From an optimization exercise on the open Yosys and OpenROAD flow, aimed at small area and a short achievable clock period; shortcuts taken in it are not production practice.
The RTL was checked by simulation tests, not by an equivalence proof against the original design.
No driver is modelled on the clock port, so clock power and skew are understated where the tree is cut down; a real chip needs a root buffer or a tree.
Power and IR drop assume default switching activity.

==> inputs of run M <==
## top
module top( clk, in_num1, in_num2, out_num);
    input clk;
    input [31:0] in_num1;
    input [31:0] in_num2;
    output [63:0] out_num;
    reg [31:0] a_q;
    reg [33:1] t_q;                  
    reg [15:0] s1, s2, s3;           
    wire [33:0] t_d = {2'b00, in_num1} + {1'b0, in_num1, 1'b0};
    integer i;
    always @(posedge clk) begin
        a_q <= in_num1;
        t_q <= t_d[33:1];
        for (i = 0; i < 16; i = i + 1) begin
            s1[i] <= ~in_num2[2*i+1] &  in_num2[2*i];
            s2[i] <=  in_num2[2*i+1] & ~in_num2[2*i];
            s3[i] <=  in_num2[2*i+1] &  in_num2[2*i];
        end
    end
    wire [33:0] t = {t_q, a_q[0]};
    wire p0_0 = (~s1[0] | ~a_q[0]) & (~s3[0] | ~t[0]);
    wire p0_1 = (~s1[0] | ~a_q[1]) & (~s2[0] | ~a_q[0]) & (~s3[0] | ~t[1]);
    wire p0_2 = (~s1[0] | ~a_q[2]) & (~s2[0] | ~a_q[1]) & (~s3[0] | ~t[2]);
    wire p0_3 = (~s1[0] | ~a_q[3]) & (~s2[0] | ~a_q[2]) & (~s3[0] | ~t[3]);
    wire p0_4 = (~s1[0] | ~a_q[4]) & (~s2[0] | ~a_q[3]) & (~s3[0] | ~t[4]);
    wire p0_5 = (~s1[0] | ~a_q[5]) & (~s2[0] | ~a_q[4]) & (~s3[0] | ~t[5]);
    wire p0_6 = (~s1[0] | ~a_q[6]) & (~s2[0] | ~a_q[5]) & (~s3[0] | ~t[6]);
    wire p0_7 = (~s1[0] | ~a_q[7]) & (~s2[0] | ~a_q[6]) & (~s3[0] | ~t[7]);
    wire p0_8 = (~s1[0] | ~a_q[8]) & (~s2[0] | ~a_q[7]) & (~s3[0] | ~t[8]);
    wire p0_9 = (~s1[0] | ~a_q[9]) & (~s2[0] | ~a_q[8]) & (~s3[0] | ~t[9]);
    wire p0_10 = (~s1[0] | ~a_q[10]) & (~s2[0] | ~a_q[9]) & (~s3[0] | ~t[10]);
    wire p0_11 = (~s1[0] | ~a_q[11]) & (~s2[0] | ~a_q[10]) & (~s3[0] | ~t[11]);
    wire p0_12 = (~s1[0] | ~a_q[12]) & (~s2[0] | ~a_q[11]) & (~s3[0] | ~t[12]);
    wire p0_13 = (~s1[0] | ~a_q[13]) & (~s2[0] | ~a_q[12]) & (~s3[0] | ~t[13]);
    wire p0_14 = (~s1[0] | ~a_q[14]) & (~s2[0] | ~a_q[13]) & (~s3[0] | ~t[14]);
    wire p0_15 = (~s1[0] | ~a_q[15]) & (~s2[0] | ~a_q[14]) & (~s3[0] | ~t[15]);
    wire p0_16 = (~s1[0] | ~a_q[16]) & (~s2[0] | ~a_q[15]) & (~s3[0] | ~t[16]);
    wire p0_17 = (~s1[0] | ~a_q[17]) & (~s2[0] | ~a_q[16]) & (~s3[0] | ~t[17]);
    wire p0_18 = (~s1[0] | ~a_q[18]) & (~s2[0] | ~a_q[17]) & (~s3[0] | ~t[18]);
    wire p0_19 = (~s1[0] | ~a_q[19]) & (~s2[0] | ~a_q[18]) & (~s3[0] | ~t[19]);
  ...
==> flow/config.mk <==
export PLATFORM = sky130hd
export DESIGN_NAME = top
export DESIGN_NICKNAME = top
export VERILOG_FILES = /design/flow/design.v
export SDC_FILE = /design/flow/constraint.sdc
export NUM_CORES = 4
export LEC_CHECK = 0
export CAP_MARGIN = 20
export CELL_PAD_IN_SITES_DETAIL_PLACEMENT = 1
export CORE_MARGIN = 2
export CORE_UTILIZATION = 30
export PLACE_DENSITY = 0.45
export SETUP_SLACK_MARGIN = 4.1
export SLEW_MARGIN = 20
==> flow/constraint.sdc <==
create_clock -name core_clock -period 8.5 [get_ports {clk}]
set_input_delay 1.7000 -clock core_clock [delete_from_list [all_inputs] [get_ports {clk}]]
set_output_delay 1.7000 -clock core_clock [all_outputs]
set_load 0.01 [all_outputs]
standard.sh (not shown) runs the stock make flow with config.mk's settings and CLKGATE_MAP_FILE= SYNTH_SCRIPT=/design/flow/synth_recipe.tcl, a recipe that flattens the netlist after the stock synthesis.
==> flow/flow/run.sh <==
#!/bin/bash
# Standard synthesis, then two netlist passes, each checked for equivalence
# with the standard netlist by Yosys before it is used:
#   fapol.py    removes the inverters that Yosys's full-adder extraction
#               leaves around fa cells (flips full adders, writes half adders
#               as gates)
#   conerep.py  rebuilds the final adder (registers -> out_num) as a
#               Han-Carlson adder and the 3A adder (in_num1 -> t_q) as a
#               Brent-Kung adder, in AOI/OAI cells, and the partial products
#               and adder tree (first -> second registers) cell by cell, from
#               the description gen.py (a copy of gen/gen.py) writes
# then the standard layout from that netlist, with buf_2 port buffers and a
# two-level clock network (post_cts.tcl).  Registers are untouched.
# Each tool's output goes to a log file of its own in the work folder.
set -euo pipefail
W=$(pwd)
R=$W/orfs/results/$FLOW_PLATFORM/top/base
LIB=$FLOW_HOME/platforms/$FLOW_PLATFORM/lib/sky130_fd_sc_hd__tt_025C_1v80.lib

bash standard.sh synth > $W/flow_synth.log 2>&1
cp $R/1_2_yosys.v $W/netlist_standard.v

check() {  # check NAME NETLIST: equivalence of NETLIST with the standard netlist
  sed -e "s#@LIB@#$LIB#g" -e "s#@GOLD@#$W/netlist_standard.v#" -e "s#@GATE@#$2#" \
    flow/eq.ys > $W/eq_$1.ys
  yosys -l $W/flow_equiv_$1.log $W/eq_$1.ys > /dev/null 2>&1
}

CUR=$W/netlist_standard.v
if python3 flow/fapol.py $CUR $W/netlist_fapol.v > $W/flow_fapol.log 2>&1 \
   && check fapol $W/netlist_fapol.v; then
  CUR=$W/netlist_fapol.v
else
  echo "fapol not used" >> $W/flow_fapol.log
fi
if python3 flow/gen.py sk $W/cone_spec.json hc > $W/gen_rtl.v 2> $W/flow_gen.log \
   && python3 flow/conerep.py $CUR $W/cone_spec.json $W/netlist_conerep.v > $W/flow_conerep.log 2>&1 \
   && check conerep $W/netlist_conerep.v; then
  CUR=$W/netlist_conerep.v
else
  echo "conerep not used" >> $W/flow_conerep.log
fi
echo "layout netlist: $CUR" > $W/flow_netlist.log
if [[ $CUR != $W/netlist_standard.v ]]; then
  cp $CUR $R/1_2_yosys.v
  rm -f $R/1_synth.odb $R/1_synth.sdc
fi

export BUFFER_PORTS_ARGS="-buffer_cell sky130_fd_sc_hd__buf_2"
export POST_CTS_TCL=$W/flow/post_cts.tcl
bash standard.sh finish > $W/flow_layout.log 2>&1
Other scripts of this flow, unchanged in this note and not shown: flow/flow/conerep.py, flow/flow/eq.ys, flow/flow/fapol.py, flow/flow/gen.py, flow/flow/post_cts.tcl
==> inputs of run K, as changes to run M <==
Settings changed: SETUP_SLACK_MARGIN 4.1 to 4.25.
==> inputs of run A, as changes to run M <==
Settings changed: CTS_CLUSTER_DIAMETER set to 150, CTS_CLUSTER_SIZE set to 40, SETUP_SLACK_MARGIN 4.1 to 4.4.
==> results.txt <==
Result of the run: run M finished clean; run K finished clean; run A finished clean
Later-pin clock latency in the skew report: run M 0.35 ns; run K 0.35 ns; run A 0.36 ns
Worst rel slew slack: run M 0.178; run K 0.208; run A 0.234
# placed instances: run M 3314; run K 3314; run A 3313
Final standard cell count with taps included and fillers excluded: run M 3352; run K 3378; run A 3424
Post-placement setup slack: run M 3.76 ns; run K 3.76 ns; run A 3.63 ns
Routed vias/inst: run M 7.05; run K 7.03; run A 7.00
Relative contribution of the clock network to total power: run M 0.071; run K 0.066; run A 0.064
Footprint of the multi-input gates: run M 19000 um^2; run K 20000 um^2; run A 20400 um^2
Delay of the slowest cell on the worst path: run M 0.98 ns; run K 1.04 ns; run A 1.05 ns
Antenna diodes: run M 0; run K 2; run A 0
Met1 demand-to-capacity share in global routing: run M 0.377; run K 0.376; run A 0.392
Total track usage: run M 0.303; run K 0.305; run A 0.311
Share of cells above drive strength 1: run M 0.175; run K 0.279; run A 0.328
Sequential share of power: run M 0.164; run K 0.156; run A 0.152
Logic power comb: run M 9.94 mW; run K 10.8 mW; run A 11.4 mW
HPWL after detailed placement: run M 75.7 mm; run K 75.7 mm; run A 76.2 mm
Number of iterations in the first detailed-routing pass: run M 17; run K 17; run A 20
Global-route wire length before repair: run M 176 mm; run K 178 mm; run A 181 mm
Unrepaired setup endpoints after global routing: run M yes; run K no; run A yes
Met2 Usage GRT: run M 0.462; run K 0.472; run A 0.469
Hold slack final: run M 0.716 ns; run K 0.721 ns; run A 0.685 ns
Worst Max-Slew Pin Slew: run M 1.23 ns; run K 1.19 ns; run A 1.15 ns
Smallest setup slack after layout: run M 4.13 ns; run K 4.26 ns; run A 4.34 ns
Critical Path RT: run M 8.68 ns; run K 8.66 ns; run A 8.70 ns
No run of this note takes its clock network from TritonCTS; it comes from the design's own scripts or RTL.

[re-timing with driven ports]
The results above use ideal ports. As a check the final layouts listed here were re-extracted and re-timed, cells and wires unchanged. Step 1 assumes that a clkbuf_16 drives the clock port and a buf_2 every other input. Step 2 times the ports against the registers' clock, not the clock port: input delays grow and output delays shrink by t, the midpoint of the rising clock arrivals with the driver on. Three values: ideal ports, drivers, drivers and shift; two values: the first two.
run | shift t [ns] | setup slack, ns | worst hold slack (ns) | worst register clock-pin slew, ns | pins driven straight from the clock port
run M | 0.457 | 4.130 / 4.117 / 4.130 | 0.716 / 0.716 / 0.716 | 0.07 / 0.07 | 4
run K | 0.441 | 4.262 / 4.262 / 4.260 | 0.721 / 0.721 / 0.721 | 0.07 / 0.07 | 4
run A | 0.457 | 4.344 / 4.296 / 4.344 | 0.685 / 0.685 / 0.685 | 0.07 / 0.07 | 4
After both steps every run listed still meets setup and hold. For run K, which loses most, drivers alone change the setup slack by 0.000 ns; drivers and shift together by -0.002 ns.
